What follows belongs to an exercise in optimizing a design on an open flow for small area; a production flow would make more cautious choices. In this exercise RTL edits were held to simulation tests only and were not proved equivalent to the original. The clock port is modelled as an ideal driver; clocking choices that lean on that would not hold on a real chip. Power is estimated from default activity; no workload was simulated.

<file path="design/flow/design.v">
module xor_gate(
    input logic [7:0] A,
    input logic [7:0] B,
    output logic [7:0] Y
);
    assign Y = A^B;
endmodule
`timescale 1ns/1ps
module xor_encrypt(
        input logic clk,
        input logic valid_in,
        input logic [7:0] key,
        input logic [255:0] code,
        output logic [255:0] code_out,
        output logic valid_out
);
logic [255:0] d;    
logic [255:0] r;    
logic [7:0] p0;
logic [7:0] bs1_2;
logic [7:0] p1;
logic [7:0] p2;
logic [7:0] bs3_4;
logic [7:0] p3;
logic [7:0] p4;
logic [7:0] bs5_6;
logic [7:0] p5;
logic [7:0] p6;
logic [7:0] bs7_8;
logic [7:0] p7;
logic [7:0] p8;
logic [7:0] bs9_10;
logic [7:0] p9;
logic [7:0] p10;
logic [7:0] bs11_12;
logic [7:0] p11;
logic [7:0] p12;
logic [7:0] bs13_14;
logic [7:0] p13;
logic [7:0] p14;
logic [7:0] bs15_16;
logic [7:0] p15;
logic [7:0] p16;
logic [7:0] bs17_18;
logic [7:0] p17;
logic [7:0] p18;
logic [7:0] bs19_20;
logic [7:0] bs21_22;
logic [7:0] bs23_24;
logic [7:0] bs25_26;
logic [7:0] bs25_27;
logic [7:0] bs28_29;
logic [7:0] bs30_31;
logic [7:0] q19;
logic [7:0] q20;
logic [7:0] q21;
logic [7:0] q22;
logic [7:0] q23;
logic [7:0] q24;
logic [7:0] q25;
logic [7:0] q26;
logic [7:0] q27;
logic [7:0] q28;
logic [7:0] q29;
logic [7:0] q30;
logic [7:0] q31;
xor_gate u_p0 (.A(key), .B(code[7:0]), .Y(p0));
xor_gate u_bs1_2 (.A(code[15:8]), .B(code[23:16]), .Y(bs1_2));
xor_gate u_p1 (.A(p0), .B(code[15:8]), .Y(p1));
xor_gate u_p2 (.A(p0), .B(bs1_2), .Y(p2));
xor_gate u_bs3_4 (.A(code[31:24]), .B(code[39:32]), .Y(bs3_4));
xor_gate u_p3 (.A(p2), .B(code[31:24]), .Y(p3));
xor_gate u_p4 (.A(p2), .B(bs3_4), .Y(p4));
xor_gate u_bs5_6 (.A(code[47:40]), .B(code[55:48]), .Y(bs5_6));
xor_gate u_p5 (.A(p4), .B(code[47:40]), .Y(p5));
xor_gate u_p6 (.A(p4), .B(bs5_6), .Y(p6));
xor_gate u_bs7_8 (.A(code[63:56]), .B(code[71:64]), .Y(bs7_8));
xor_gate u_p7 (.A(p6), .B(code[63:56]), .Y(p7));
xor_gate u_p8 (.A(p6), .B(bs7_8), .Y(p8));
xor_gate u_bs9_10 (.A(code[79:72]), .B(code[87:80]), .Y(bs9_10));
xor_gate u_p9 (.A(p8), .B(code[79:72]), .Y(p9));
xor_gate u_p10 (.A(p8), .B(bs9_10), .Y(p10));
xor_gate u_bs11_12 (.A(code[95:88]), .B(code[103:96]), .Y(bs11_12));
xor_gate u_p11 (.A(p10), .B(code[95:88]), .Y(p11));
xor_gate u_p12 (.A(p10), .B(bs11_12), .Y(p12));
xor_gate u_bs13_14 (.A(code[111:104]), .B(code[119:112]), .Y(bs13_14));
xor_gate u_p13 (.A(p12), .B(code[111:104]), .Y(p13));
xor_gate u_p14 (.A(p12), .B(bs13_14), .Y(p14));
xor_gate u_bs15_16 (.A(code[127:120]), .B(code[135:128]), .Y(bs15_16));
xor_gate u_p15 (.A(p14), .B(code[127:120]), .Y(p15));
xor_gate u_p16 (.A(p14), .B(bs15_16), .Y(p16));
xor_gate u_bs17_18 (.A(code[143:136]), .B(code[151:144]), .Y(bs17_18));
xor_gate u_p17 (.A(p16), .B(code[143:136]), .Y(p17));
xor_gate u_p18 (.A(p16), .B(bs17_18), .Y(p18));
xor_gate u_bs19_20 (.A(code[159:152]), .B(code[167:160]), .Y(bs19_20));
xor_gate u_bs21_22 (.A(code[175:168]), .B(code[183:176]), .Y(bs21_22));
xor_gate u_bs23_24 (.A(code[191:184]), .B(code[199:192]), .Y(bs23_24));
xor_gate u_bs25_26 (.A(code[207:200]), .B(code[215:208]), .Y(bs25_26));
xor_gate u_bs25_27 (.A(bs25_26), .B(code[223:216]), .Y(bs25_27));
xor_gate u_bs28_29 (.A(code[231:224]), .B(code[239:232]), .Y(bs28_29));
xor_gate u_bs30_31 (.A(code[247:240]), .B(code[255:248]), .Y(bs30_31));
xor_gate u_q19 (.A(r[151:144]), .B(r[159:152]), .Y(q19));
xor_gate u_q20 (.A(r[151:144]), .B(r[167:160]), .Y(q20));
xor_gate u_q21 (.A(q20), .B(r[175:168]), .Y(q21));
xor_gate u_q22 (.A(q20), .B(r[183:176]), .Y(q22));
xor_gate u_q23 (.A(q22), .B(r[191:184]), .Y(q23));
xor_gate u_q24 (.A(q22), .B(r[199:192]), .Y(q24));
xor_gate u_q25 (.A(q24), .B(r[207:200]), .Y(q25));
xor_gate u_q26 (.A(q24), .B(r[215:208]), .Y(q26));
xor_gate u_q27 (.A(q24), .B(r[223:216]), .Y(q27));
xor_gate u_q28 (.A(q27), .B(r[231:224]), .Y(q28));
xor_gate u_q29 (.A(q27), .B(r[239:232]), .Y(q29));
xor_gate u_q30 (.A(q29), .B(r[247:240]), .Y(q30));
xor_gate u_q31 (.A(q29), .B(r[255:248]), .Y(q31));
assign d[7:0] = p0;
assign d[15:8] = p1;
assign d[23:16] = p2;
assign d[31:24] = p3;
assign d[39:32] = p4;
assign d[47:40] = p5;
assign d[55:48] = p6;
assign d[63:56] = p7;
assign d[71:64] = p8;
assign d[79:72] = p9;
assign d[87:80] = p10;
assign d[95:88] = p11;
assign d[103:96] = p12;
assign d[111:104] = p13;
assign d[119:112] = p14;
assign d[127:120] = p15;
assign d[135:128] = p16;
assign d[143:136] = p17;
assign d[151:144] = p18;
assign d[159:152] = code[159:152];
assign d[167:160] = bs19_20;
assign d[175:168] = code[175:168];
assign d[183:176] = bs21_22;
assign d[191:184] = code[191:184];
assign d[199:192] = bs23_24;
assign d[207:200] = code[207:200];
assign d[215:208] = bs25_26;
assign d[223:216] = bs25_27;
assign d[231:224] = code[231:224];
assign d[239:232] = bs28_29;
assign d[247:240] = code[247:240];
assign d[255:248] = bs30_31;
always_ff @(posedge clk) begin
    valid_out <= valid_in;
end
always_ff @(posedge clk) begin
    if (valid_in) r <= d;
end
assign code_out[7:0] = r[7:0];
assign code_out[15:8] = r[15:8];
assign code_out[23:16] = r[23:16];
assign code_out[31:24] = r[31:24];
assign code_out[39:32] = r[39:32];
assign code_out[47:40] = r[47:40];
assign code_out[55:48] = r[55:48];
assign code_out[63:56] = r[63:56];
assign code_out[71:64] = r[71:64];
assign code_out[79:72] = r[79:72];
assign code_out[87:80] = r[87:80];
assign code_out[95:88] = r[95:88];
assign code_out[103:96] = r[103:96];
assign code_out[111:104] = r[111:104];
assign code_out[119:112] = r[119:112];
assign code_out[127:120] = r[127:120];
assign code_out[135:128] = r[135:128];
assign code_out[143:136] = r[143:136];
assign code_out[151:144] = r[151:144];
assign code_out[159:152] = q19;
assign code_out[167:160] = q20;
assign code_out[175:168] = q21;
assign code_out[183:176] = q22;
assign code_out[191:184] = q23;
assign code_out[199:192] = q24;
assign code_out[207:200] = q25;
assign code_out[215:208] = q26;
assign code_out[223:216] = q27;
assign code_out[231:224] = q28;
assign code_out[239:232] = q29;
assign code_out[247:240] = q30;
assign code_out[255:248] = q31;
endmodule
</file>
<file path="design/flow/flow/run.sh">
#!/bin/bash
# Own layout flow: the standard flow (standard synthesis unchanged) with two changes:
#  - the buffers that global placement puts on every input and output port are the
#    smallest buffer, sky130_fd_sc_hd__buf_1, instead of the default pick;
#  - post_gpl.tcl drops the buffers that timing-driven global placement adds while the
#    clock is still ideal; the repairs after clock tree synthesis add what the real
#    clock timing needs.
# make's full output goes to flow_make.log in this folder; ORFS writes each step's log
# under orfs/logs/.
set -euo pipefail
export BUFFER_PORTS_ARGS="-buffer_cell sky130_fd_sc_hd__buf_1"
export POST_GLOBAL_PLACE_TCL="$PWD/flow/post_gpl.tcl"
bash standard.sh finish > flow_make.log 2>&1
test -f out/final.def
</file>
<file path="design/flow/flow/post_gpl.tcl">
# Post global placement hook.
# Drop the buffers that timing-driven global placement added (instances named place*),
# reconnecting their loads to the buffer's input net.
proc drop_place_buffers {} {
  set n 0
  foreach inst [get_cells -quiet place*] {
    set ref [get_property $inst ref_name]
    if { ![regexp {^sky130_fd_sc_hd__(buf|clkbuf)_[0-9]+$} $ref] } { continue }
    set name [get_full_name $inst]
    set in_net [get_nets -of_objects [get_pins $name/A]]
    set out_net [get_nets -of_objects [get_pins $name/X]]
    set loads {}
    foreach pin [get_pins -quiet -of_objects $out_net] {
      if { [get_full_name $pin] != "$name/X" } { lappend loads $pin }
    }
    if { [llength [get_ports -quiet -of_objects $out_net]] > 0 } { continue }
    disconnect_pin $in_net [get_pins $name/A]
    disconnect_pin $out_net [get_pins $name/X]
    foreach pin $loads {
      disconnect_pin $out_net $pin
      connect_pin $in_net $pin
    }
    delete_instance $inst
    delete_net $out_net
    incr n
  }
  puts "Dropped $n placement buffers."
}
drop_place_buffers
</file>
<file path="design/flow/standard.sh">
#!/bin/bash
# synth_recipe.tcl (not shown) runs the flow's synth.tcl, then flattens the netlist and writes it again
# the make line also repeats each setting of config.mk as NAME=value (left out here)
make -C /OpenROAD-flow-scripts/flow DESIGN_CONFIG=/design/flow/config.mk WORK_HOME=/design/flow/orfs CLKGATE_MAP_FILE= SYNTH_SCRIPT=/design/flow/synth_recipe.tcl "${@:-finish}"
</file>
<file path="design/flow/config.mk">
export PLATFORM = sky130hd
export DESIGN_NAME = xor_encrypt
export DESIGN_NICKNAME = xor_encrypt
export VERILOG_FILES = /design/flow/design.v
export SDC_FILE = /design/flow/constraint.sdc
export NUM_CORES = 4
export LEC_CHECK = 0
export CAP_MARGIN = 20
export CORE_MARGIN = 2
export CORE_UTILIZATION = 40
export CTS_BUF_LIST = sky130_fd_sc_hd__clkbuf_16
export CTS_CLUSTER_DIAMETER = 100
export CTS_CLUSTER_SIZE = 24
export PLACE_DENSITY = 0.5
export SLEW_MARGIN = 20
export SYNTH_HIERARCHICAL = 1
export SYNTH_MINIMUM_KEEP_SIZE = 0
</file>
<file path="design/flow/constraint.sdc">
create_clock -name core_clock -period 4.0 [get_ports {clk}]
set_input_delay 0.8000 -clock core_clock [delete_from_list [all_inputs] [get_ports {clk}]]
set_output_delay 0.8000 -clock core_clock [all_outputs]
set_load 0.01 [all_outputs]
</file>
==> impl_metrics.toml, run 1 <==
[sta]
slew_viol_final = 0
min_period_ps = 3770
hold_violations = 0
finalWorstSetupSlack_ps = 228
worstMarginPinSlew_ps = 750
relSlewSlack_pct = 50.0
tns_ps = 0
setup_violations = 0
layout_worst_path_cycle_share_pct = 94.3
rsz0062_at_grt = "no"
fmax_mhz = 265

[die]
die-area_sq_um = 31900
start_util_pct = 40.9
coreArea_sq_um = 29900
die_height_um = 179
io_pins = 523
die_w_um = 179
std_cell_rows = 63

[placed_design]
dp_cells = 1554
dp_slack_ps = -559
postPlaceCellArea_sq_um = 13600
hpwl_um = 23400
io_buffer_count = 522

[clocking]
cts_tree = "built"
clockBufferDepth = 3
cts.sinks = 257
clkTransAtPathRegs_ps = 100
clockRootBuffer = "clkbuf_16"
hold_buffers = 0
htreeDepth = 1
cts-buffers-inserted = 14

[power]
peakVddDrop_mv = 0.248
leakagePower_nw = 5.04
powerDensity_nw_per_um2 = 693

[final_layout]
register_area_sq_um = 7710
final_cell_count_no_fill = 1579
multiInputGateArea_sq_um = 3520
area_growth_pct = 15.8
final_area_sq_um = 14100
drive_gt1_share_pct = 3.37
layout.nets = 1447
fill_cells = 2885

[critical_path]
cpMostUsedCell = "xor2_1"
cp.required_ps = 3200
max_stage_delay_ps = 460
cp-start-kind = "register"
crit_type = "register to primary output"
cp.arrival_ps = 2970
path_cells = "xor2_1 > xor2_1 > xor2_2 > xor2_1 > xor2_1 > xor2_1 > buf_1"
worstPathMaxFanout = 4
crit_slowest_cell = "edfxtp_1"
critPathLaunch = "r[146]"
cp-end-kind = "primary output"

[hold_path]
hold_class = "input pin to register"
hold_start = "code[205]"

[logic_synthesis]
seq_area_frac_synth_pct = 63.1
synth-seq-cells = 257
yosys.area.top_type = "edfxtp_1"
yosys_warnings = 7
avgSynthCellArea_sq_um = 15.4
synth_area_sq_um = 12200
synth_top_area_share_pct = 63.0
netlist_instances = 793
synth_cell_types = 4
synth.area.top_cells = "edfxtp_1 (63%), xor2_1 (28%), buf_4 (9.3%), dfxtp_1 (0.16%)"
syn_nets = 1059

[route]
drtIter0Drc = 360
ant_nets = 0
route.vias.total = 6786
dr.pass1.iters = 4
wl_per_cell_um = 18.4
drc = 0
wl_um = 29100
viasPerCell = 4.30

[global_route]
grt_max_degree = 136
grt_antenna_before_repair = 2
grt_pass1_wl_um = 39300
grt_overflow = 0
grt_usage_pct = 16.8
grt_pass1_vias = 6585

[run]
drv_cap = 0

[run_status]
status = "finished clean"
metrics by stage:
| step | hold slack, ps | utilization (%) | power, mW |
|---|---|---|---|
| finish | 529 | 47.3 | 9.80 |
| global route | 510 | 47.3 | 10.5 |
| CTS | 502 | 46.9 | 9.93 |
| detailed placement | 1030 | 45.4 | 8.36 |
| global placement | 1020 | 46.3 | 8.55 |
| floorplan | 828 | - | 7.20 |
modules after synthesis (local to each module, per instance):
module	area (sq um)	flip-flops and latches	cells inside	copies in the design
xor_encrypt	8850	257	409	1
xor_gate	70.1	0	8	48
worst paths after layout:
check	end	slack (ps)	cells past startpoint
setup / recovery	code_out[242]	230	7
hold / removal	r[205]	530	1
worst max-delay path: cells and delay by family (launching register included):
kind	cells	cell delay (ps)
XOR/XNOR	6	1870
buffers and inverters	1	160
flip-flops	1	460
per-layer routing:
| metal | GRT usage (%) | vias up | wire [um] |
|---|---|---|---|
| met5 | 0 | - | 13 |
| met4 | 4.74 | 2 | 682 |
| met3 | 6.26 | 34 | 2990 |
| met2 | 32.3 | 306 | 15700 |
| met1 | 16.8 | 3181 | 9690 |
| li1 | - | 3263 | - |
cells in the final DEF (no fill, tap or decap), types with 2 or more instances in the layout:
cell / synthesis / layout
buf_1: 0 / 521
xor2_1: 384 / 363
edfxtp_1: 256 / 256
xor2_2: 0 / 21
clkbuf_16: 0 / 16
inv_1: 0 / 4
diode_2: 0 / 2
clkinv_1: 0 / 2
synthesized netlist by cell type:
cell,number
buf_4,152
edfxtp_1,256
xor2_1,384
dfxtp_1,1
final cells by class:
type | instances | share of cell area [%]
flip-flops and latches | 257 | 54.5
multi-input cells | 384 | 24.9
repair buffers | 524 | 14.3
well taps | 390 | 3.45
clock buffers | 15 | 2.65
clock inverters | 7 | 0.195
diodes | 2 | 0.0354
timing repair:
action                     in CTS  in global routing
pin swaps                       0                  1
setup endpoints to repair       5                 23
setup buffers                   0                  1
gates resized for setup         4                 17
sequential cells by signal, summed over array words and instances, names as in the netlist:
name       flops
r            256
valid_out      1
power breakdown:
part / internal [mW] / switching (mW)
clock network: 0.683 / 0.847
registers: 3.89 / 0.238
logic: 1.34 / 2.81
cells by family (layout without fill, tap and decap cells):
kind of cell / count (synthesis) / after routing / synth area share, %
flops: 257 / 257 / 63.1
xor+xnor: 384 / 384 / 27.5
other cells: 0 / 2 / 0
buf+inv: 152 / 546 / 9.34
==> inputs of run 2 (changes only) <==
--- a/design/flow/flow/run.sh
+++ b/design/flow/flow/run.sh
@@ -11,4 +11,7 @@
 export BUFFER_PORTS_ARGS="-buffer_cell sky130_fd_sc_hd__buf_1"
 export POST_GLOBAL_PLACE_TCL="$PWD/flow/post_gpl.tcl"
+export SETUP_MOVE_SEQUENCE="unbuffer,swap,buffer,sizeup"
+export PRE_CTS_TCL="$PWD/flow/small_bufs.tcl"
+export PRE_GLOBAL_ROUTE_TCL="$PWD/flow/small_bufs.tcl"
 bash standard.sh finish > flow_make.log 2>&1
 test -f out/final.def
==> design/flow/flow/small_bufs.tcl (new file) <==
# Timing repairs after clock tree synthesis: buffer with the small buffers only.
set_dont_use [get_lib_cells {sky130_fd_sc_hd__buf_4 sky130_fd_sc_hd__buf_6 sky130_fd_sc_hd__buf_8 sky130_fd_sc_hd__buf_12 sky130_fd_sc_hd__buf_16 sky130_fd_sc_hd__xor2_4}]
--- a/design/flow/config.mk
+++ b/design/flow/config.mk
@@ -10,7 +10,6 @@
 export CORE_UTILIZATION = 40
 export CTS_BUF_LIST = sky130_fd_sc_hd__clkbuf_16
-export CTS_CLUSTER_DIAMETER = 100
-export CTS_CLUSTER_SIZE = 24
-export PLACE_DENSITY = 0.5
+export CTS_CLUSTER_DIAMETER = 120
+export CTS_CLUSTER_SIZE = 30
 export SLEW_MARGIN = 20
 export SYNTH_HIERARCHICAL = 1
==> impl_metrics.toml, run 2 <==
[global_route]
grt_antenna_before_repair = 0
grt_overflow = 0
grt_pass1_wl_um = 38500
grt_usage_pct = 16.1
grt_pass1_vias = 6722
grt_max_degree = 148

[final_layout]
largest_reg_flops = 256
layout_commonest_cell = "buf_1"
drive_gt1_share_pct = 1.91
final_cell_count_no_fill = 1597
area_growth_pct = 16.2
register_area_sq_um = 7710
layout.nets = 1469
diodes = 0
layout_common_cells = "buf_1 (521), xor2_1 (377), edfxtp_1 (256), dlygate4sd1_1 (25), clkbuf_16 (14)"
fill_cells = 2756
max_flop_register = "r"
post-route-util_pct = 47.5
biggestRegsByFlops = "r: 256 flops, valid_out: 1 flops"
multiInputGateArea_sq_um = 3420

[logic_synthesis]
avgSynthCellArea_sq_um = 15.4
synth.area.top_cells = "edfxtp_1 (63%), xor2_1 (28%), buf_4 (9.3%), dfxtp_1 (0.16%)"
synth_area_sq_um = 12200
ys_top_cells_by_count = "xor2_1 (384), edfxtp_1 (256), buf_4 (152), dfxtp_1 (1)"
syn_nets = 1059
ys.flop_type = "edfxtp_1"
synth_cell_types = 4
synth_top_area_share_pct = 63.0
yosys.area.top_type = "edfxtp_1"
synth-seq-cells = 257
seq_area_frac_synth_pct = 63.1
synth_edf_count = 256
netlist_instances = 793
async_flop_share_pct = 0
yosys.cell_count.top_type = "xor2_1"
yosys_warnings = 7

[clocking]
cts.sinks = 257
clkTransAtPathRegs_ps = 110
cts_tree = "built"
hold_buffers = 0
cts-buffers-inserted = 12

[route]
ant_nets = 0
drtIter0Drc = 369
wl_um = 28300
wl_per_cell_um = 17.7
viasPerCell = 4.29
route.vias.total = 6854
drc = 0
dr.pass1.iters = 4

[power]
p_comb_share_pct = 43.7
peakVddDrop_mv = 0.332
power_frac_clock_pct = 14.4
switchingPower_mw = 3.89
intPower_mw = 5.97
leakagePower_nw = 5.14
sw_frac_of_total_pct = 39.4
p_seq_share_pct = 41.9
powerDensity_nw_per_um2 = 695

[sta]
layout_worst_path_cycle_share_pct = 94.5
setup_violations = 0
slew_viol_final = 0
whs_ps = 533
worstMarginPinSlew_ps = 838
hold_violations = 0
relSlewSlack_pct = 44.1
fmax_mhz = 265
min_period_ps = 3780
finalWorstSetupSlack_ps = 220

[placed_design]
dp_slack_ps = -616
io_buffer_count = 522
dp_cells = 1554
hpwl_um = 22600

[critical_path]
path_cells = "xor2_1 > xor2_1 > xor2_1 > xor2_1 > xor2_1 > xor2_1 > buf_1"
crit_buf_inv = 1
crit_type = "register to primary output"
cpMostUsedCell = "xor2_1"
cp_top_family = "XOR/XNOR gates"
cp-start-kind = "register"
cp-end-kind = "primary output"
cp.arrival_ps = 2980
cp.required_ps = 3200
worstPathMaxFanout = 4
crit_slowest_cell = "edfxtp_1"
max_stage_delay_ps = 510
critPathLaunch = "r[147]"
cp.depth = 7

[die]
io_pins = 523
die-area_sq_um = 31900
std_cell_rows = 63
die_w_um = 179
coreArea_sq_um = 29900
start_util_pct = 40.9
die_height_um = 179

[run]
drv_cap = 0

[run_status]
status = "finished clean"

[hold_path]
hold_path_depth = 1
hold_start = "code[225]"
hold_class = "input pin to register"
holdPathEnd = "r[225]"
[run 2: cell types whose count changed in the layout (fill, tap and decap cells not counted)]
cell | previous run | this run
clkinv_2 | 1 | 0
diode_2 | 2 | 0
buf_4 | 1 | 0
clkinv_1 | 2 | 0
xor2_2 | 21 | 7
clkbuf_16 | 16 | 14
clkinv_8 | 0 | 1
dlygate4sd1_1 | 0 | 25
xor2_1 | 363 | 377
[run 2: per-module statistics from Yosys, one instance, submodules excluded]
module       copies in the design  flops+latches  cells
xor_gate                       48              0      8
xor_encrypt                     1            257    409
[run 2: stage by stage]
stage          total power, mW  setup TNS, ps  area (sq um)
6_report                  9.86              0         14200
5_1_grt                   10.5          -22.0         14200
4_1_cts                   9.78              0         13900
3_5_place_dp              8.33          -6680         13600
3_3_place_gp              8.48              0         13800
2_1_floorplan             7.20              0         12200
[run 2: final cells by class]
type,count,area share (%)
Clock buffer,13,2.29
Multi-Input combinational cell,384,24.1
Tap cell,390,3.44
Timing Repair Buffer,548,15.7
Clock inverter,5,0.220
Sequential cell,257,54.3
[run 2: worst max path at each step]
stage	end
after global placement	r[141]
after floorplan	r[136]
final	code_out[251]
after CTS	code_out[243]
after global routing	code_out[243]
after detailed placement	r[151]
[run 2: cells by family (layout without fill, tap and decap cells)]
group	after synthesis	in the layout	synth area share [%]
buffers and inverters	152	566	9.34
DFF	257	257	63.1
xor gates and xnor gates	384	384	27.5
[run 2: repair_timing]
| item | 4_1_cts | 5_1_grt |
|---|---|---|
| gates resized for setup | 0 | 7 |
| setup endpoints to repair | 4 | 28 |
| pin swaps | 2 | 21 |
| setup buffers | 2 | 23 |
[run 2: power by group through the flow]
stage               Clock (mW)  Sequential [mW]  Combinational (mW)
finish                    1.42             4.13                4.31
global route              1.57             4.20                4.73
CTS                       1.48             4.15                4.15
detailed placement           0             4.20                4.13
global placement             0             4.18                4.30
floorplan                    0             4.11                3.09
[run 2: metal layers]
| metal | global-route usage [%] | wire length, um |
|---|---|---|
| met5 | 0 | 0 |
| met3 | 4.35 | 2310 |
| met4 | 4.44 | 724 |
| met1 | 18.1 | 10300 |
| met2 | 29.9 | 14900 |
==> inputs of run 3 (changes only) <==
==> design/flow/flow/small_bufs.tcl (replaced) <==
# Timing repairs after clock tree synthesis: buffer with the small buffers only.
set_dont_use [get_lib_cells {sky130_fd_sc_hd__buf_4 sky130_fd_sc_hd__buf_6 sky130_fd_sc_hd__buf_8 sky130_fd_sc_hd__buf_12 sky130_fd_sc_hd__buf_16 sky130_fd_sc_hd__xor2_4 sky130_fd_sc_hd__dlygate* sky130_fd_sc_hd__dlymetal* sky130_fd_sc_hd__clkdlybuf* sky130_fd_sc_hd__bufbuf* sky130_fd_sc_hd__clkbuf_4 sky130_fd_sc_hd__clkbuf_8}]
==> impl_metrics.toml, run 3 <==
[die]
die_height_um = 179
std_cell_rows = 63
start_util_pct = 40.9
coreArea_sq_um = 29900
die-area_sq_um = 31900
io_pins = 523
die_w_um = 179

[route]
wl_met2_um = 14800
wl_met3_um = 2250
drc = 0
wl_um = 28200
drtIter0Drc = 356
ant_nets = 0
wl_met1_um = 10400
top_layer = "met4"
wl_per_cell_um = 17.6
viasPerCell = 4.27
dr.pass1.iters = 4
route.vias.total = 6834

[global_route]
grt_antenna_before_repair = 0
grt_overflow = 0
grt_usage_pct = 16.1
grt_pass1_wl_um = 38500
grt_max_degree = 148
grt_pass1_vias = 6724

[logic_synthesis]
async_flop_share_pct = 0
ys_top_cells_by_count = "xor2_1 (384), edfxtp_1 (256), buf_4 (152), dfxtp_1 (1)"
synth_cell_types = 4
yosys.area.top_type = "edfxtp_1"
synth-seq-cells = 257
synth_top_area_share_pct = 63.0
synth_edf_count = 256
seq_area_frac_synth_pct = 63.1
avgSynthCellArea_sq_um = 15.4
yosys_warnings = 7
synth.area.top_cells = "edfxtp_1 (63%), xor2_1 (28%), buf_4 (9.3%), dfxtp_1 (0.16%)"
syn_nets = 1059
ys.flop_type = "edfxtp_1"
synth_area_sq_um = 12200
netlist_instances = 793
yosys.cell_count.top_type = "xor2_1"

[placed_design]
io_buffer_count = 522
hpwl_um = 22600
postPlaceCellArea_sq_um = 13600

[power]
sw_frac_of_total_pct = 39.5
p_seq_share_pct = 42.2
p_comb_share_pct = 43.3
peakVddDrop_mv = 0.330
power_frac_clock_pct = 14.5
switchingPower_mw = 3.87
intPower_mw = 5.92
powerDensity_nw_per_um2 = 696
leakagePower_nw = 5.08

[final_layout]
layout_common_cells = "buf_1 (526), xor2_1 (384), edfxtp_1 (256), buf_2 (23), clkbuf_16 (14)"
largest_reg_flops = 256
layout.nets = 1472
diodes = 0
area_growth_pct = 15.1
final_area_sq_um = 14100
drive_gt1_share_pct = 3.22
layout_commonest_cell = "buf_1"
max_flop_register = "r"
biggestRegsByFlops = "r: 256 flops, valid_out: 1 flops"

[sta]
min_period_ps = 3780
tns_ps = 0
fmax_mhz = 265
layout_worst_path_cycle_share_pct = 94.4
slew_viol_final = 0
worstMarginPinSlew_ps = 842
hold_violations = 0
setup_violations = 0
whs_ps = 532
relSlewSlack_pct = 43.9

[clocking]
cts_tree = "built"
clkTransAtPathRegs_ps = 120
cts.sinks = 257
cts_resized = 0
cts-buffers-inserted = 12

[critical_path]
cp-start-kind = "register"
worstPathMaxFanout = 4
cp-end-kind = "primary output"
crit_type = "register to primary output"
critPathLaunch = "r[147]"
cp.required_ps = 3200
cp.arrival_ps = 2980

[run_status]
status = "finished clean"

[hold_path]
hold_path_depth = 1
hold_class = "input pin to register"
hold_start = "code[225]"
holdPathEnd = "r[225]"

[run]
drv_cap = 0
## run 3: per-module statistics from Yosys, one instance, submodules excluded
module,flops+latches,copies in the design,area [sq um]
xor_gate,0,48,70.1
xor_encrypt,257,1,8850
## run 3: worst max-delay path: stages (launching register included)
cell and delay [ps]:
edfxtp_1 510, xor2_1 310, xor2_1 330, xor2_1 360, xor2_1 330, xor2_1 320
xor2_1 170, buf_1 160
## run 3: cells by family (layout without fill, tap and decap cells)
family / after synthesis / count (layout) / synth area share [%]
xor gates and xnor gates: 384 / 384 / 27.5
DFF: 257 / 257 / 63.1
buffers and inverters: 152 / 569 / 9.34
## run 3: timing repair
action                                  CTS  global route
setup buffers                             3            25
gates cloned                              0             0
hold buffers                              0             0
endpoints found under the setup margin    4            28
pin swaps                                 2            18
## run 3: metrics by stage
| stage | power (mW) | setup WS [ps] | util [%] | cells |
|---|---|---|---|---|
| finish | 9.79 | 222 | 47.1 | 1600 |
| floorplan | 7.20 | 370 | - | 793 |
| global route | 10.4 | -1.08 | 47.1 | 1600 |
| detailed placement | 8.33 | -616 | 45.4 | 1554 |
| global placement | 8.48 | 33.7 | 46.3 | 1587 |
| CTS | 9.78 | 14.2 | 46.7 | 1575 |
## run 3: power groups by stage
stage | combinational [mW] | sequential [mW] | clock (mW)
5_1_grt | 4.66 | 4.20 | 1.57
3_5_place_dp | 4.13 | 4.20 | 0
2_1_floorplan | 3.09 | 4.11 | 0
6_report | 4.24 | 4.13 | 1.42
3_3_place_gp | 4.30 | 4.18 | 0
4_1_cts | 4.15 | 4.15 | 1.48
## run 3: worst max path at each step
stage                    end  slack, ps
3_3_place_gp          r[141]         30
6_report       code_out[251]        220
5_1_grt        code_out[243]         -1
3_5_place_dp          r[151]       -620
4_1_cts        code_out[243]         10
2_1_floorplan         r[136]        370
## run 3: final cells by class
cell class	instances	area (sq um)
clock buffers	13	325
clock inverters	5	31.3
fillers	2766	15800
multi-input cells	384	3360
flip-flops and latches	257	7710
well taps	390	488
repair buffers	551	2140
## run 3: layer usage
layer / global-route usage, % / up-vias
met3: 4.35 / 33
met4: 4.44 / 0
met2: 29.9 / 270
met5: 0 / -
met1: 18.1 / 3205
li1: - / 3326
==> inputs of run 4 (changes only) <==
--- a/design/flow/flow/run.sh
+++ b/design/flow/flow/run.sh
@@ -1,9 +1,11 @@
 #!/bin/bash
-# Own layout flow: the standard flow (standard synthesis unchanged) with two changes:
+# Own layout flow: the standard flow (standard synthesis unchanged) with these changes:
 #  - the buffers that global placement puts on every input and output port are the
 #    smallest buffer, sky130_fd_sc_hd__buf_1, instead of the default pick;
 #  - post_gpl.tcl drops the buffers that timing-driven global placement adds while the
 #    clock is still ideal; the repairs after clock tree synthesis add what the real
-#    clock timing needs.
+#    clock timing needs;
+#  - those repairs try buffering before sizing gates up, and small_bufs.tcl keeps them
+#    to the small buffers (no large or delay buffers, no xor2_4).
 # make's full output goes to flow_make.log in this folder; ORFS writes each step's log
 # under orfs/logs/.
==> impl_metrics.toml, run 4 <==
[sta]
min_period_ps = 3780
whs_ps = 532
fmax_mhz = 265
hold_violations = 0
setup_violations = 0
layout_worst_path_cycle_share_pct = 94.4
worstMarginPinSlew_ps = 842
slew_viol_final = 0
relSlewSlack_pct = 43.9

[clocking]
hold_buffers = 0
cts_resized = 0
clkTransAtPathRegs_ps = 120
cts.sinks = 257
cts_tree = "built"
cts-buffers-inserted = 12

[hold_path]
hold_start = "code[225]"
hold_class = "input pin to register"
holdPathEnd = "r[225]"
hold_path_depth = 1

[route]
viasPerCell = 4.27
wl_per_cell_um = 17.6
ant_nets = 0
drtIter0Drc = 356
wl_um = 28200
drc = 0
route.vias.total = 6834
dr.pass1.iters = 4

[global_route]
grt_overflow = 0
grt_max_degree = 148
grt_pass1_wl_um = 38500
grt_pass1_vias = 6724
grt_antenna_before_repair = 0
grt_usage_pct = 16.1

[logic_synthesis]
synth_top_area_share_pct = 63.0
avgSynthCellArea_sq_um = 15.4
synth_edf_count = 256
synth_cell_types = 4
yosys.area.top_type = "edfxtp_1"
async_flop_share_pct = 0
yosys.cell_count.top_type = "xor2_1"
ys_top_cells_by_count = "xor2_1 (384), edfxtp_1 (256), buf_4 (152), dfxtp_1 (1)"
synth-seq-cells = 257
yosys_warnings = 7
synth_area_sq_um = 12200
seq_area_frac_synth_pct = 63.1
synth.area.top_cells = "edfxtp_1 (63%), xor2_1 (28%), buf_4 (9.3%), dfxtp_1 (0.16%)"
netlist_instances = 793
syn_nets = 1059
ys.flop_type = "edfxtp_1"

[critical_path]
cp-start-kind = "register"
cp.required_ps = 3200
crit_type = "register to primary output"
worstPathMaxFanout = 4
cp-end-kind = "primary output"
cp.arrival_ps = 2980

[final_layout]
biggestRegsByFlops = "r: 256 flops, valid_out: 1 flops"
diodes = 0
layout_commonest_cell = "buf_1"
drive_gt1_share_pct = 3.22
multiInputGateArea_sq_um = 3360
layout_common_cells = "buf_1 (526), xor2_1 (384), edfxtp_1 (256), buf_2 (23), clkbuf_16 (14)"
fill_cells = 2766
max_flop_register = "r"
register_area_sq_um = 7710
post-route-util_pct = 47.1
largest_reg_flops = 256
area_growth_pct = 15.1
layout.nets = 1472

[die]
die-area_sq_um = 31900
coreArea_sq_um = 29900
start_util_pct = 40.9
io_pins = 523
die_w_um = 179
die_height_um = 179
std_cell_rows = 63

[power]
p_total_mw = 9.79
leakagePower_nw = 5.08
peakVddDrop_mv = 0.330
powerDensity_nw_per_um2 = 696

[placed_design]
io_buffer_count = 522
hpwl_um = 22600

[run_status]
status = "finished clean"

[run]
drv_cap = 0
## run 4: cell counts after synthesis
Identical to the previous run, type by type.
## run 4: repair_timing
item                       CTS  global route
setup endpoints to repair    4            28
buffers inserted             3            25
pin swaps                    2            18
## run 4: layout make-up
type / instances / area share, %
clock buffers: 13 / 2.31
repair buffers: 551 / 15.2
clock inverters: 5 / 0.223
well taps: 390 / 3.47
flip-flops and latches: 257 / 54.8
multi-input cells: 384 / 23.9
## run 4: critical path, stage by stage, from the launching register on
cell and delay [ps]:
edfxtp_1 510, xor2_1 310, xor2_1 330, xor2_1 360
xor2_1 330, xor2_1 320, xor2_1 170, buf_1 160
## run 4: layer usage
layer / GRT usage [%] / up-vias / wire (um) / share of wire [%]
met5: 0 / - / 0 / 0
met4: 4.44 / 0 / 724 / 2.6
met3: 4.35 / 33 / 2250 / 8.0
met2: 29.9 / 270 / 14800 / 52
met1: 18.1 / 3205 / 10400 / 37
li1: - / 3326 / - / -
## run 4: worst max-delay path by stage
| stage | startpoint | slack (ps) | cells past startpoint | end |
|---|---|---|---|---|
| after floorplan | code[0] | 370 | 10 | r[136] |
| after global placement | code[13] | 30 | 12 | r[141] |
| after detailed placement | code[7] | -620 | 11 | r[151] |
| after CTS | r[147] | 10 | 7 | code_out[243] |
| after global routing | r[147] | -1 | 7 | code_out[243] |
| final | r[147] | 220 | 7 | code_out[251] |
## run 4: kinds of logic after synthesis
| kind of cell | synth area share (%) |
|---|---|
| xor+xnor | 27.5 |
| buf+inv | 9.34 |
| flops | 63.1 |
## run 4: metrics by stage
| stage | setup TNS [ps] | worst slack [ps] | std cells | area [sq um] |
|---|---|---|---|---|
| CTS | 0 | 14.2 | 1575 | 13900 |
| global route | -2.03 | -1.08 | 1600 | 14100 |
| global placement | 0 | 33.7 | 1587 | 13800 |
| detailed placement | -6680 | -616 | 1554 | 13600 |
| floorplan | 0 | 370 | 793 | 12200 |
| finish | 0 | 222 | 1600 | 14100 |
## run 4: per-module statistics from Yosys (local to each module, per instance)
module | area [sq um] | times used | flip-flops and latches | cells inside
xor_gate | 70.1 | 48 | 0 | 8
xor_encrypt | 8850 | 1 | 257 | 409
## run 4: power breakdown
part           internal (mW)  switching (mW)
Clock                  0.601           0.817
Sequential              3.89           0.244
Combinational           1.43            2.81
==> inputs of run 5 (changes only) <==
--- a/design/flow/config.mk
+++ b/design/flow/config.mk
@@ -9,7 +9,7 @@
 export CORE_MARGIN = 2
 export CORE_UTILIZATION = 40
-export CTS_BUF_LIST = sky130_fd_sc_hd__clkbuf_16
-export CTS_CLUSTER_DIAMETER = 120
-export CTS_CLUSTER_SIZE = 30
+export CTS_BUF_LIST = sky130_fd_sc_hd__clkbuf_8
+export CTS_CLUSTER_DIAMETER = 100
+export CTS_CLUSTER_SIZE = 16
 export SLEW_MARGIN = 20
 export SYNTH_HIERARCHICAL = 1
==> impl_metrics.toml, run 5 <==
[sta]
layout_worst_path_cycle_share_pct = 94.1
tns_ps = 0
worstMarginPinSlew_ps = 813
slew_viol_final = 0
min_period_ps = 3760
finalWorstSetupSlack_ps = 236
hold_violations = 0
relSlewSlack_pct = 45.8
fmax_mhz = 266
setup_violations = 0
rsz0062_at_grt = "no"

[logic_synthesis]
yosys.area.top_type = "edfxtp_1"
netlist_instances = 793
synth.area.top_cells = "edfxtp_1 (63%), xor2_1 (28%), buf_4 (9.3%), dfxtp_1 (0.16%)"
yosys_warnings = 7
synth-seq-cells = 257
syn_nets = 1059
yosys.cell_count.top_type = "xor2_1"
seq_area_frac_synth_pct = 63.1
synth_top_area_share_pct = 63.0
synth_area_sq_um = 12200
ys_top_cells_by_count = "xor2_1 (384), edfxtp_1 (256), buf_4 (152), dfxtp_1 (1)"
avgSynthCellArea_sq_um = 15.4
ys.flop_type = "edfxtp_1"
async_flop_share_pct = 0
synth_cell_types = 4
synth_edf_count = 256

[clocking]
cts-buffers-inserted = 20
clkTransAtPathRegs_ps = 110
cts_tree = "built"
cts.sinks = 257
cts_resized = 0
hold_buffers = 0

[placed_design]
postPlaceCellArea_sq_um = 13600
dp_slack_ps = -616
io_buffer_count = 522
hpwl_um = 22600

[global_route]
grt_max_degree = 148
grt_pass1_vias = 6880
grt_overflow = 0
grt_antenna_before_repair = 0
grt_usage_pct = 16.5
grt_pass1_wl_um = 39200

[route]
drc = 0
wl_per_cell_um = 17.8
wl_um = 28800
ant_nets = 0
route.vias.total = 6928
dr.pass1.iters = 4
drtIter0Drc = 369
viasPerCell = 4.29

[critical_path]
cp.required_ps = 3200
cpMostUsedCell = "xor2_1"
crit_slowest_cell = "edfxtp_1"
worstPathMaxFanout = 3
cp-start-kind = "register"
cp.arrival_ps = 2960
cp-end-kind = "primary output"
max_stage_delay_ps = 470
path_cells = "xor2_1 > xor2_1 > xor2_1 > xor2_1 > xor2_1 > xor2_1 > buf_1"
crit_type = "register to primary output"

[run_status]
status = "finished clean"

[run]
drv_cap = 0

[final_layout]
layout.nets = 1481
layout_commonest_cell = "buf_1"
fill_cells = 2778
max_flop_register = "r"
layout_common_cells = "buf_1 (526), xor2_1 (384), edfxtp_1 (256), buf_2 (24), clkbuf_8 (21)"
biggestRegsByFlops = "r: 256 flops, valid_out: 1 flops"
area_growth_pct = 15.0
multiInputGateArea_sq_um = 3360
diodes = 0
largest_reg_flops = 256
register_area_sq_um = 7710
final_area_sq_um = 14000
drive_gt1_share_pct = 3.92

[power]
leakagePower_nw = 5.10
peakVddDrop_mv = 0.409
powerDensity_nw_per_um2 = 694
p_total_mw = 9.75

[hold_path]
hold_class = "input pin to register"

[die]
io_pins = 523
start_util_pct = 40.9
coreArea_sq_um = 29900
die_w_um = 179
die_height_um = 179
die-area_sq_um = 31900
std_cell_rows = 63
## run 5: final cells by class
cell class,instances,area share [%]
multi-input cells,384,23.9
clock inverters,10,0.356
repair buffers,552,15.3
clock buffers,21,2.06
well taps,390,3.47
flip-flops and latches,257,54.9
## run 5: worst paths after layout
| kind | from | end | slack, ps | cells past startpoint |
|---|---|---|---|---|
| setup / recovery | r[146] | code_out[242] | 240 | 7 |
| hold / removal | code[185] | r[185] | 470 | 1 |
## run 5: cells by family after synthesis
kind of cell | Yosys count | share of synthesized area [%]
xor gates and xnor gates | 384 | 27.5
buffers and inverters | 152 | 9.34
DFF | 257 | 63.1
## run 5: power by group
part | internal, mW | leakage (nW) | switching, mW | total, mW
registers | 3.89 | 2.51 | 0.245 | 4.14
clock network | 0.494 | 0.206 | 0.869 | 1.36
logic | 1.44 | 2.38 | 2.82 | 4.26
## run 5: routing by layer
layer	track usage [%]	wire length (um)	part of all wire [%]	vias to the layer above
met5	0	0	0	-
met4	6.88	1210	4.2	0
met3	4.79	2380	8.3	55
met2	29.7	14700	51	296
met1	18.1	10400	36	3230
li1	-	-	-	3347
## run 5: stage by stage
| step | cells | util (%) | hold slack, ps |
|---|---|---|---|
| after global placement | 1587 | 46.3 | 1020 |
| after CTS | 1591 | 46.6 | 416 |
| final | 1614 | 47.0 | 469 |
| after global routing | 1614 | 47.0 | 419 |
| after detailed placement | 1554 | 45.4 | 1030 |
| after floorplan | 793 | - | 828 |
## run 5: modules after synthesis (local to each module, per instance)
module / cell area, sq um / copies in the design / cells / flops+latches
xor_gate: 70.1 / 48 / 8 / 0
xor_encrypt: 8850 / 1 / 409 / 257
## run 5: critical path: cells and delay by family, from the launching register on
kind	cells	cell delay, ps
xor gates and xnor gates	6	1780
DFF	1	470
buffers and inverters	1	170
## run 5: what timing repair did
action                                  in CTS  in global routing
cloned                                       0                  0
buffers inserted                             6                 23
endpoints found under the setup margin      10                 17
pin swaps                                    6                 15
==> inputs of run 6 (changes only) <==
--- a/design/flow/config.mk
+++ b/design/flow/config.mk
@@ -7,4 +7,5 @@
 export LEC_CHECK = 0
 export CAP_MARGIN = 20
+export CORE_ASPECT_RATIO = 0.25
 export CORE_MARGIN = 2
 export CORE_UTILIZATION = 40
==> impl_metrics.toml, run 6 <==
[run_status]
status = "finished clean"

[logic_synthesis]
avgSynthCellArea_sq_um = 15.4
async_flop_share_pct = 0
netlist_instances = 793
yosys.area.top_type = "edfxtp_1"
yosys_warnings = 7
seq_area_frac_synth_pct = 63.1
synth_edf_count = 256
yosys.cell_count.top_type = "xor2_1"
syn_nets = 1059
ys_top_cells_by_count = "xor2_1 (384), edfxtp_1 (256), buf_4 (152), dfxtp_1 (1)"
synth-seq-cells = 257
synth_cell_types = 4
synth.area.top_cells = "edfxtp_1 (63%), xor2_1 (28%), buf_4 (9.3%), dfxtp_1 (0.16%)"
synth_top_area_share_pct = 63.0
ys.flop_type = "edfxtp_1"
synth_area_sq_um = 12200

[sta]
hold_violations = 0
slew_viol_final = 0
worstMarginPinSlew_ps = 729
relSlewSlack_pct = 51.4
min_period_ps = 3760
fmax_mhz = 266
whs_ps = 463
tns_ps = 0
setup_violations = 0
layout_worst_path_cycle_share_pct = 94.1

[critical_path]
cp-end-kind = "primary output"
crit_type = "register to primary output"
cp-start-kind = "register"
cp.required_ps = 3200
worstPathMaxFanout = 3
cp.arrival_ps = 2960

[power]
leakagePower_nw = 5.10
peakVddDrop_mv = 0.205
powerDensity_nw_per_um2 = 685
p_total_mw = 9.63

[route]
wl_per_cell_um = 15.1
drc = 0
top_layer = "met4"
route.vias.total = 6661
wl_met3_um = 665
ant_nets = 0
wl_met1_um = 8160
wl_met2_um = 15400
drtIter0Drc = 256
viasPerCell = 4.08
dr.pass1.iters = 4
wl_um = 24700

[global_route]
grt_usage_pct = 14.6
grt_overflow = 0
grt_pass1_wl_um = 36400
grt_antenna_before_repair = 0
grt_max_degree = 135
grt_pass1_vias = 6706

[die]
coreArea_sq_um = 29400
die-area_sq_um = 32300
die_w_um = 353
io_pins = 523
start_util_pct = 41.5
die_height_um = 91.4
std_cell_rows = 31

[clocking]
cts_tree = "built"
clkTransAtPathRegs_ps = 110
cts-buffers-inserted = 20
cts_resized = 0
hold_buffers = 0
cts.sinks = 257

[hold_path]
hold_start = "code[244]"
hold_class = "input pin to register"
hold_path_depth = 1
holdPathEnd = "r[244]"

[final_layout]
area_growth_pct = 15.2
register_area_sq_um = 7710
max_flop_register = "r"
diodes = 0
drive_gt1_share_pct = 4.01
fill_cells = 2742
layout_common_cells = "buf_1 (522), xor2_1 (384), edfxtp_1 (256), buf_2 (25), clkbuf_8 (21)"
largest_reg_flops = 256
biggestRegsByFlops = "r: 256 flops, valid_out: 1 flops"
layout.nets = 1478
multiInputGateArea_sq_um = 3360
layout_commonest_cell = "buf_1"

[placed_design]
io_buffer_count = 522
hpwl_um = 19100

[run]
drv_cap = 0
[run 6: cell types whose count changed in the layout (fill, tap and decap cells not counted)]
cell,previous run,this run
buf_1,526,522
buf_2,24,25
[run 6: logic make-up after synthesis]
family	count (synthesis)	share of synthesized area, %
XOR/XNOR	384	27.5
flip-flops	257	63.1
buffers and inverters	152	9.34
[run 6: worst max-delay path by stage]
stage               cells after the start      from  slack [ps]             to
finish                                  7    r[148]         240  code_out[244]
global route                            7    r[147]         -20  code_out[251]
CTS                                     7    r[147]          10  code_out[243]
detailed placement                     11    key[5]        -360         r[149]
global placement                       11  code[12]          -1         r[148]
floorplan                              10   code[0]         370         r[136]
[run 6: cell type report]
class	instances	area share (%)
clock inverter	10	0.356
clock buffer	21	2.06
timing repair buffer	549	15.2
multi-input combinational	384	23.9
tap	412	3.67
sequential	257	54.8
[run 6: per-stage QoR]
stage                     instance area (sq um)  std cells  util [%]  setup slack, ps
final                                     14100       1633      47.8              236
after global routing                      14100       1633      47.8            -21.3
after CTS                                 13900       1610      47.4             10.2
after detailed placement                  13600       1576      46.2             -358
after global placement                    13800       1605      46.9            -1.08
after floorplan                           12200        793         -              370
[run 6: per-layer routing]
metal | vias to the layer above | global-route usage [%]
met2 | 80 | 31.9
met4 | 0 | 3.19
met1 | 3207 | 13.8
met5 | - | 0
li1 | 3337 | -
met3 | 37 | 3.02
[run 6: repair_timing]
item	in CTS	in global routing
pin swaps	3	13
cloned	0	0
setup buffers	3	23
setup endpoints to repair	5	20
[run 6: power breakdown]
group          total (mW)  switching [mW]  leakage [nW]  internal, mW
Combinational        4.16            2.73          2.38          1.43
Sequential           4.10           0.214          2.51          3.89
Clock                1.37           0.871         0.206         0.496
[run 6: worst max-delay path, stage by stage (launching register included)]
cell and delay, ps:
edfxtp_1 480, xor2_1 320, xor2_1 360, xor2_1 290, xor2_1 320, xor2_1 310, xor2_1 170, buf_1 160
[run 6: per-module statistics from Yosys (local to each module, per instance)]
| module | copies in the design | area [sq um] | cells |
|---|---|---|---|
| xor_encrypt | 1 | 8850 | 409 |
| xor_gate | 48 | 70.1 | 8 |
==> inputs of run 7 (changes only) <==
--- a/design/flow/config.mk
+++ b/design/flow/config.mk
@@ -7,5 +7,4 @@
 export LEC_CHECK = 0
 export CAP_MARGIN = 20
-export CORE_ASPECT_RATIO = 0.25
 export CORE_MARGIN = 2
 export CORE_UTILIZATION = 40
@@ -13,4 +12,5 @@
 export CTS_CLUSTER_DIAMETER = 100
 export CTS_CLUSTER_SIZE = 16
+export SETUP_SLACK_MARGIN = -0.06
 export SLEW_MARGIN = 20
 export SYNTH_HIERARCHICAL = 1
==> impl_metrics.toml, run 7 <==
[power]
peakVddDrop_mv = 0.409
powerDensity_nw_per_um2 = 692
power_frac_clock_pct = 14.1
p_comb_share_pct = 43.3
sw_frac_of_total_pct = 40.4
intPower_mw = 5.79
p_seq_share_pct = 42.6
leakagePower_nw = 5.08
switchingPower_mw = 3.92

[sta]
hold_violations = 0
slew_viol_final = 0
min_period_ps = 3850
fmax_mhz = 260
layout_worst_path_cycle_share_pct = 96.2
relSlewSlack_pct = 45.5
finalWorstSetupSlack_ps = 152
setup_violations = 0
worstMarginPinSlew_ps = 818

[placed_design]
postPlaceCellArea_sq_um = 13600
io_buffer_count = 522
dp_cells = 1554
hpwl_um = 22600
dp_slack_ps = -616

[route]
wl_per_cell_um = 17.8
wl_um = 28600
route.vias.total = 6866
drtIter0Drc = 361
dr.pass1.iters = 4
drc = 0
viasPerCell = 4.27
ant_nets = 0

[clocking]
cts.sinks = 257
hold_buffers = 0
cts_tree = "built"
cts-buffers-inserted = 20
clkTransAtPathRegs_ps = 110

[logic_synthesis]
async_flop_share_pct = 0
ys_top_cells_by_count = "xor2_1 (384), edfxtp_1 (256), buf_4 (152), dfxtp_1 (1)"
avgSynthCellArea_sq_um = 15.4
synth_cell_types = 4
synth_area_sq_um = 12200
synth-seq-cells = 257
syn_nets = 1059
yosys.cell_count.top_type = "xor2_1"
netlist_instances = 793
yosys.area.top_type = "edfxtp_1"
ys.flop_type = "edfxtp_1"
synth_top_area_share_pct = 63.0
seq_area_frac_synth_pct = 63.1
synth_edf_count = 256
synth.area.top_cells = "edfxtp_1 (63%), xor2_1 (28%), buf_4 (9.3%), dfxtp_1 (0.16%)"
yosys_warnings = 7

[final_layout]
post-route-util_pct = 46.9
final_area_sq_um = 14000
layout.nets = 1473
final_cell_count_no_fill = 1607
biggestRegsByFlops = "r: 256 flops, valid_out: 1 flops"
fill_cells = 2768
layout_commonest_cell = "buf_1"
area_growth_pct = 14.8
drive_gt1_share_pct = 3.45
largest_reg_flops = 256
max_flop_register = "r"
layout_common_cells = "buf_1 (525), xor2_1 (383), edfxtp_1 (256), clkbuf_8 (21), buf_2 (17)"

[critical_path]
cp.arrival_ps = 3050
crit_buf_inv = 1
cpMostUsedCell = "xor2_1"
crit_slowest_cell = "edfxtp_1"
crit_type = "register to primary output"
path_cells = "xor2_1 > xor2_1 > xor2_1 > xor2_1 > xor2_1 > xor2_1 > buf_1"
cp_top_family = "XOR/XNOR gates"
worstPathMaxFanout = 3
cp-start-kind = "register"
cp.required_ps = 3200
cp-end-kind = "primary output"
max_stage_delay_ps = 470

[die]
std_cell_rows = 63
start_util_pct = 40.9
die-area_sq_um = 31900
coreArea_sq_um = 29900
die_height_um = 179
io_pins = 523
die_w_um = 179

[global_route]
grt_pass1_vias = 6845
grt_antenna_before_repair = 0
grt_usage_pct = 16.5
grt_max_degree = 148
grt_overflow = 0
grt_pass1_wl_um = 39100

[hold_path]
hold_class = "input pin to register"

[run]
drv_cap = 0

[run_status]
status = "finished clean"
[run 7: kinds of logic (layout without fill, tap and decap cells)]
logic type             after synthesis  count (layout)  share of synthesized area, %
XOR/XNOR                           384             384                          27.5
flip-flops                         257             257                          63.1
buffers and inverters              152             575                          9.34
other                                0               1                             0
[run 7: area by class of cell]
cell class | instances | area, sq um | area share, %
flip-flops and latches | 257 | 7710 | 55.0
multi-input cells | 384 | 3370 | 24.0
repair buffers | 544 | 2110 | 15.0
well taps | 390 | 488 | 3.48
clock buffers | 21 | 289 | 2.06
clock inverters | 10 | 50.0 | 0.357
diodes | 1 | 2.50 | 0.0179
[run 7: power groups by stage]
stage	Combinational [mW]	Sequential [mW]	Clock [mW]
2_1_floorplan	3.09	4.11	0
3_3_place_gp	4.30	4.18	0
3_5_place_dp	4.13	4.20	0
4_1_cts	4.14	4.15	1.44
5_1_grt	4.62	4.20	1.54
6_report	4.21	4.14	1.36
[run 7: metal layers]
layer  up-vias  wire length (um)  track usage [%]
li1       3330                 -                -
met3        55              2480             4.79
met2       294             14600             29.6
met5         -                 0                0
met4         0              1210             6.88
met1      3187             10300             18.1
[run 7: through the flow]
stage          hold WS (ps)  setup TNS (ps)  total power, mW
2_1_floorplan           828               0             7.20
3_3_place_gp           1020               0             8.48
3_5_place_dp           1030           -6680             8.33
4_1_cts                 416            -419             9.72
5_1_grt                 419            -319             10.4
6_report                469               0             9.71
[run 7: modules after synthesis (local to each module, per instance)]
| module | cells | flops+latches | times used | area (sq um) |
|---|---|---|---|---|
| xor_encrypt | 409 | 257 | 1 | 8850 |
| xor_gate | 8 | 0 | 48 | 70.1 |
[run 7: timing repair]
action	in CTS	in global routing
pin swaps	1	15
gates cloned	0	0
setup buffers	1	20
resized for setup	0	1
setup endpoints to repair	2	23
endpoints found under the hold margin	0	0
[run 7: final timing paths]
kind | from | end | slack, ps | cells after the start
worst min-delay path | code[185] | r[185] | 470 | 1
worst max-delay path | r[146] | code_out[242] | 150 | 7
==> inputs of run 8 (changes only) <==
--- a/design/flow/config.mk
+++ b/design/flow/config.mk
@@ -7,10 +7,10 @@
 export LEC_CHECK = 0
 export CAP_MARGIN = 20
+export CORE_ASPECT_RATIO = 0.3
 export CORE_MARGIN = 2
-export CORE_UTILIZATION = 40
+export CORE_UTILIZATION = 50
 export CTS_BUF_LIST = sky130_fd_sc_hd__clkbuf_8
 export CTS_CLUSTER_DIAMETER = 100
 export CTS_CLUSTER_SIZE = 16
-export SETUP_SLACK_MARGIN = -0.06
 export SLEW_MARGIN = 20
 export SYNTH_HIERARCHICAL = 1
==> impl_metrics.toml, run 8 <==
[run_status]
status = "finished clean"

[global_route]
grt_usage_pct = 17.0
grt_max_degree = 147
grtUsageMet3_pct = 4.92
grt_antenna_before_repair = 1
grt_pass1_wl_um = 33500
grt_overflow = 0
met2_usage_pct = 32.7
grt_pass1_vias = 6350
met1_usage_pct = 18.8
top_usage_layer = "met2"

[sta]
fmax_mhz = 266
hold_violations = 0
slew_viol_final = 0
setup_violations = 0
layout_worst_path_cycle_share_pct = 93.8
rsz0062_at_grt = "no"
min_period_ps = 3750
relSlewSlack_pct = 37.4
worstMarginPinSlew_ps = 939

[clocking]
clkTransAtPathRegs_ps = 110
cts_tree = "built"
cts-buffers-inserted = 20
hold_buffers = 0
cts.sinks = 257

[logic_synthesis]
async_flop_share_pct = 0
netlist_instances = 793
synth_edf_count = 256
seq_area_frac_synth_pct = 63.1
yosys.area.top_type = "edfxtp_1"
ys_top_cells_by_count = "xor2_1 (384), edfxtp_1 (256), buf_4 (152), dfxtp_1 (1)"
syn_nets = 1059
synth_top_area_share_pct = 63.0
yosys.cell_count.top_type = "xor2_1"
synth_area_sq_um = 12200
yosys_warnings = 7
synth.area.top_cells = "edfxtp_1 (63%), xor2_1 (28%), buf_4 (9.3%), dfxtp_1 (0.16%)"
avgSynthCellArea_sq_um = 15.4
ys.flop_type = "edfxtp_1"
synth_cell_types = 4
synth-seq-cells = 257

[route]
ant_nets = 0
wl_per_cell_um = 15.8
dr.pass1.iters = 4
drtIter0Drc = 276
drc = 0
wl_um = 24400
route.vias.total = 6739
viasPerCell = 4.35

[final_layout]
layout_common_cells = "buf_1 (523), xor2_1 (383), edfxtp_1 (256), buf_2 (23), clkbuf_8 (21)"
max_flop_register = "r"
drive_gt1_share_pct = 3.94
layout.nets = 1477
area_growth_pct = 14.3
final_cell_count_no_fill = 1550
largest_reg_flops = 256
biggestRegsByFlops = "r: 256 flops, valid_out: 1 flops"
layout_commonest_cell = "buf_1"
post-route-util_pct = 58.1
fill_cells = 2069

[placed_design]
io_buffer_count = 522
hpwl_um = 18600
dp_cells = 1494

[die]
io_pins = 523
die-area_sq_um = 25900
die_height_um = 89.6
std_cell_rows = 31
start_util_pct = 50.9
die_w_um = 289
coreArea_sq_um = 24000

[critical_path]
cp-start-kind = "register"
crit_type = "register to primary output"
cp.arrival_ps = 2950
worstPathMaxFanout = 4
cp-end-kind = "primary output"
cp.required_ps = 3200

[run]
drv_cap = 0

[power]
powerDensity_nw_per_um2 = 687
peakVddDrop_mv = 0.285
leakagePower_nw = 5.09

[hold_path]
hold_class = "input pin to register"
[run 8: cell families (layout without fill, tap and decap cells)]
logic type	count (synthesis)	after routing	synth area share (%)
other	0	2	0
DFF	257	257	63.1
buffers and inverters	152	577	9.34
xor gates and xnor gates	384	384	27.5
[run 8: metrics by stage]
stage / hold WS [ps] / worst slack (ps) / area [sq um] / total power, mW / setup TNS (ps)
floorplan: 828 / 370 / 12200 / 7.20 / 0
global placement: 1020 / 39.4 / 13700 / 8.24 / 0
detailed placement: 1030 / -290 / 13500 / 8.19 / -3250
CTS: 424 / 56.6 / 13800 / 9.59 / 0
global route: 437 / 1.03 / 14000 / 10.3 / 0
finish: 466 / 246 / 14000 / 9.59 / 0
[run 8: per-layer routing]
metal  vias to the layer above  wire (um)
met4                         0        572
met5                         -          0
met2                       159      13400
met3                        41       1410
li1                       3339          -
met1                      3200       9110
[run 8: worst paths after layout]
kind	start	endpoint	slack [ps]	cells after the start
worst max-delay path	r[149]	code_out[245]	250	8
worst min-delay path	code[228]	r[228]	470	1
[run 8: critical path, cell delays in order (launching register included)]
cell      delay [ps]
edfxtp_1         480
xor2_1           280
xor2_1           330
xor2_1           180
buf_2            170
xor2_1           290
xor2_1           320
xor2_1           190
buf_1            170
[run 8: timing repair]
item / CTS / global route
setup endpoints to repair: 5 / 14
gates resized for setup: 0 / 1
buffers inserted: 4 / 21
pin swaps: 3 / 15
[run 8: area by class of cell]
class | instances | area [sq um] | share of cell area (%)
antenna | 2 | 5.00 | 0.0359
timing repair buffer | 548 | 2130 | 15.3
multi-input combinational | 384 | 3370 | 24.1
sequential | 257 | 7710 | 55.2
clock buffer | 21 | 289 | 2.07
tap | 330 | 413 | 2.96
clock inverter | 8 | 42.5 | 0.305
[run 8: where the power goes]
group / internal [mW] / switching [mW]
registers: 3.89 / 0.213
clock network: 0.494 / 0.866
logic: 1.42 / 2.71
[run 8: per-module statistics from Yosys (local to each module, per instance)]
module	copies in the design	area, sq um
xor_encrypt	1	8850
xor_gate	48	70.1
==> inputs of run 9 (changes only) <==
--- a/design/flow/config.mk
+++ b/design/flow/config.mk
@@ -7,10 +7,9 @@
 export LEC_CHECK = 0
 export CAP_MARGIN = 20
-export CORE_ASPECT_RATIO = 0.3
 export CORE_MARGIN = 2
-export CORE_UTILIZATION = 50
-export CTS_BUF_LIST = sky130_fd_sc_hd__clkbuf_8
+export CORE_UTILIZATION = 40
+export CTS_BUF_LIST = sky130_fd_sc_hd__clkbuf_8 sky130_fd_sc_hd__clkbuf_16
 export CTS_CLUSTER_DIAMETER = 100
-export CTS_CLUSTER_SIZE = 16
+export CTS_CLUSTER_SIZE = 20
 export SLEW_MARGIN = 20
 export SYNTH_HIERARCHICAL = 1
==> impl_metrics.toml, run 9 <==
[run_status]
status = "finished clean"

[die]
io_pins = 523
coreArea_sq_um = 29900
die_w_um = 179
std_cell_rows = 63
die-area_sq_um = 31900
die_height_um = 179
start_util_pct = 40.9

[logic_synthesis]
netlist_instances = 793
avgSynthCellArea_sq_um = 15.4
synth.area.top_cells = "edfxtp_1 (63%), xor2_1 (28%), buf_4 (9.3%), dfxtp_1 (0.16%)"
yosys.area.top_type = "edfxtp_1"
synth_top_area_share_pct = 63.0
ys.flop_type = "edfxtp_1"
ys_top_cells_by_count = "xor2_1 (384), edfxtp_1 (256), buf_4 (152), dfxtp_1 (1)"
yosys.cell_count.top_type = "xor2_1"
synth_cell_types = 4
async_flop_share_pct = 0
synth_edf_count = 256
synth-seq-cells = 257
syn_nets = 1059
seq_area_frac_synth_pct = 63.1
yosys_warnings = 7
synth_area_sq_um = 12200

[final_layout]
layout_commonest_cell = "buf_1"
layout_common_cells = "buf_1 (526), xor2_1 (384), edfxtp_1 (256), buf_2 (24), clkbuf_16 (18)"
biggestRegsByFlops = "r: 256 flops, valid_out: 1 flops"
drive_gt1_share_pct = 3.62
fill_cells = 2769
layout.nets = 1477
final_cell_count_no_fill = 1606
largest_reg_flops = 256
diodes = 0
area_growth_pct = 15.9
max_flop_register = "r"

[critical_path]
cp.arrival_ps = 2970
cpMostUsedCell = "xor2_1"
worstPathMaxFanout = 3
crit_type = "register to primary output"
cp.required_ps = 3200
cp-end-kind = "primary output"
crit_slowest_cell = "edfxtp_1"
cp-start-kind = "register"
path_cells = "xor2_1 > xor2_1 > xor2_1 > xor2_1 > xor2_1 > xor2_1 > buf_1"
max_stage_delay_ps = 470

[run]
drv_cap = 0

[sta]
worstMarginPinSlew_ps = 836
slew_viol_final = 0
relSlewSlack_pct = 44.3
hold_violations = 0
layout_worst_path_cycle_share_pct = 94.1
finalWorstSetupSlack_ps = 235
min_period_ps = 3770
fmax_mhz = 266
setup_violations = 0

[route]
ant_nets = 0
wl_per_cell_um = 17.7
route.vias.total = 6887
wl_um = 28400
dr.pass1.iters = 4
drc = 0
drtIter0Drc = 330
viasPerCell = 4.29

[global_route]
grt_antenna_before_repair = 0
met2_usage_pct = 30.1
grt_pass1_vias = 6792
grt_usage_pct = 16.3
grtUsageMet3_pct = 4.50
met1_usage_pct = 18.2
top_usage_layer = "met2"
grt_overflow = 0
grt_pass1_wl_um = 39000
grt_max_degree = 148

[placed_design]
dp_cells = 1554
hpwl_um = 22600
dp_slack_ps = -616
io_buffer_count = 522

[clocking]
cts-buffers-inserted = 16
cts.sinks = 257
cts_resized = 0
clkTransAtPathRegs_ps = 80
hold_buffers = 0
cts_tree = "built"

[hold_path]
hold_class = "input pin to register"

[power]
leakagePower_nw = 5.14
peakVddDrop_mv = 0.274
powerDensity_nw_per_um2 = 706
-- run 9: cell count changes in the layout (fill, tap and decap cells not counted) --
cell       delta
xor2_1        +1
buf_1         +3
inv_1         -2
clkinv_2      +1
xor2_2        -1
diode_2       -2
inv_12        -1
clkbuf_8     -21
clkbuf_16    +17
buf_2         +1
-- run 9: timing repair --
action                     4_1_cts  5_1_grt
setup endpoints to repair        4       27
pin swaps                        2       18
hold endpoints to repair         0        0
buffers inserted                 3       26
cloned                           0        0
-- run 9: power by group --
part / switching, mW / internal (mW)
Combinational: 2.81 / 1.43
Sequential: 0.244 / 3.89
Clock: 0.847 / 0.766
-- run 9: final timing paths --
check | from | endpoint | slack (ps) | cells past startpoint
max | r[146] | code_out[242] | 230 | 7
min | code[170] | r[170] | 530 | 1
-- run 9: stage by stage --
| step | hold WS, ps | util [%] | setup TNS [ps] | area (sq um) | power (mW) |
|---|---|---|---|---|---|
| floorplan | 828 | - | 0 | 12200 | 7.20 |
| global placement | 1020 | 46.3 | 0 | 13800 | 8.48 |
| detailed placement | 1030 | 45.4 | -6680 | 13600 | 8.33 |
| CTS | 494 | 47.0 | 0 | 14000 | 9.99 |
| global route | 496 | 47.4 | -13.7 | 14200 | 10.6 |
| finish | 533 | 47.4 | 0 | 14200 | 9.99 |
-- run 9: critical path, delay by kind of cell, from the launching register on --
family	cells	cell delay (ps)
xor gates and xnor gates	6	1840
buffers and inverters	1	170
DFF	1	470
-- run 9: cell type report --
| type | instances | area, sq um | share of cell area [%] |
|---|---|---|---|
| tap | 390 | 488 | 3.45 |
| multi-input combinational | 384 | 3360 | 23.8 |
| clock inverter | 6 | 23.8 | 0.168 |
| clock buffer | 17 | 425 | 3.01 |
| sequential | 257 | 7710 | 54.5 |
| timing repair buffer | 552 | 2150 | 15.2 |
-- run 9: per-layer routing --
| metal | vias to the layer above | wire [um] | part of all wire [%] |
|---|---|---|---|
| met5 | - | 0 | 0 |
| li1 | 3333 | - | - |
| met2 | 293 | 14900 | 52 |
| met4 | 0 | 717 | 2.5 |
| met3 | 39 | 2440 | 8.6 |
| met1 | 3222 | 10400 | 36 |
-- run 9: per-module statistics from Yosys, one instance, submodules excluded --
module	times used	cell area (sq um)	cells	flops+latches
xor_encrypt	1	8850	409	257
xor_gate	48	70.1	8	0
-- run 9: kinds of logic after synthesis --
kind of cell  count (synthesis)  share of synthesized area [%]
xor+xnor                    384                           27.5
flops                       257                           63.1
buf+inv                     152                           9.34

re-timing with driven ports:
The flow's constraints put no driver on any port. The routed layouts listed below were extracted and timed again, unchanged, in two steps. Step 1 sets driving cells, clkbuf_16 on the clock port and buf_2 on the other inputs (assumed; they add their load-dependent delay and slew). Step 2 also shifts input and output timing later by t, the mid clock arrival at the registers, as if the neighbouring blocks saw the same clock. a / b / c = no drivers / after step 1 / after step 2; a / b = the first two.
run | t (ns) | slack for setup (ns) | worst register clock-pin slew, ns | worst data-port slew with drivers (ns)
run 1 | 0.531 | 0.228 / 0.179 / -0.205 | 0.10 / 0.10 | 0.10
run 2 | 0.519 | 0.220 / 0.173 / -0.235 | 0.12 / 0.12 | 0.09
run 3 | 0.520 | 0.222 / 0.175 / -0.233 | 0.12 / 0.12 | 0.09
run 4 | 0.520 | 0.222 / 0.175 / -0.233 | 0.12 / 0.12 | 0.09
run 5 | 0.579 | 0.236 / 0.194 / -0.264 | 0.11 / 0.11 | 0.09
run 6 | 0.576 | 0.236 / 0.193 / -0.238 | 0.11 / 0.11 | 0.06
run 7 | 0.579 | 0.152 / 0.110 / -0.359 | 0.11 / 0.11 | 0.09
run 8 | 0.579 | 0.246 / 0.198 / -0.257 | 0.11 / 0.11 | 0.06
run 9 | 0.530 | 0.235 / 0.188 / -0.241 | 0.09 / 0.09 | 0.09
With both steps, setup timing fails in every run listed, where it was met with ideal ports. For run 7, which loses most, drivers alone change the setup slack by -0.042 ns; drivers and shift together by -0.511 ns.
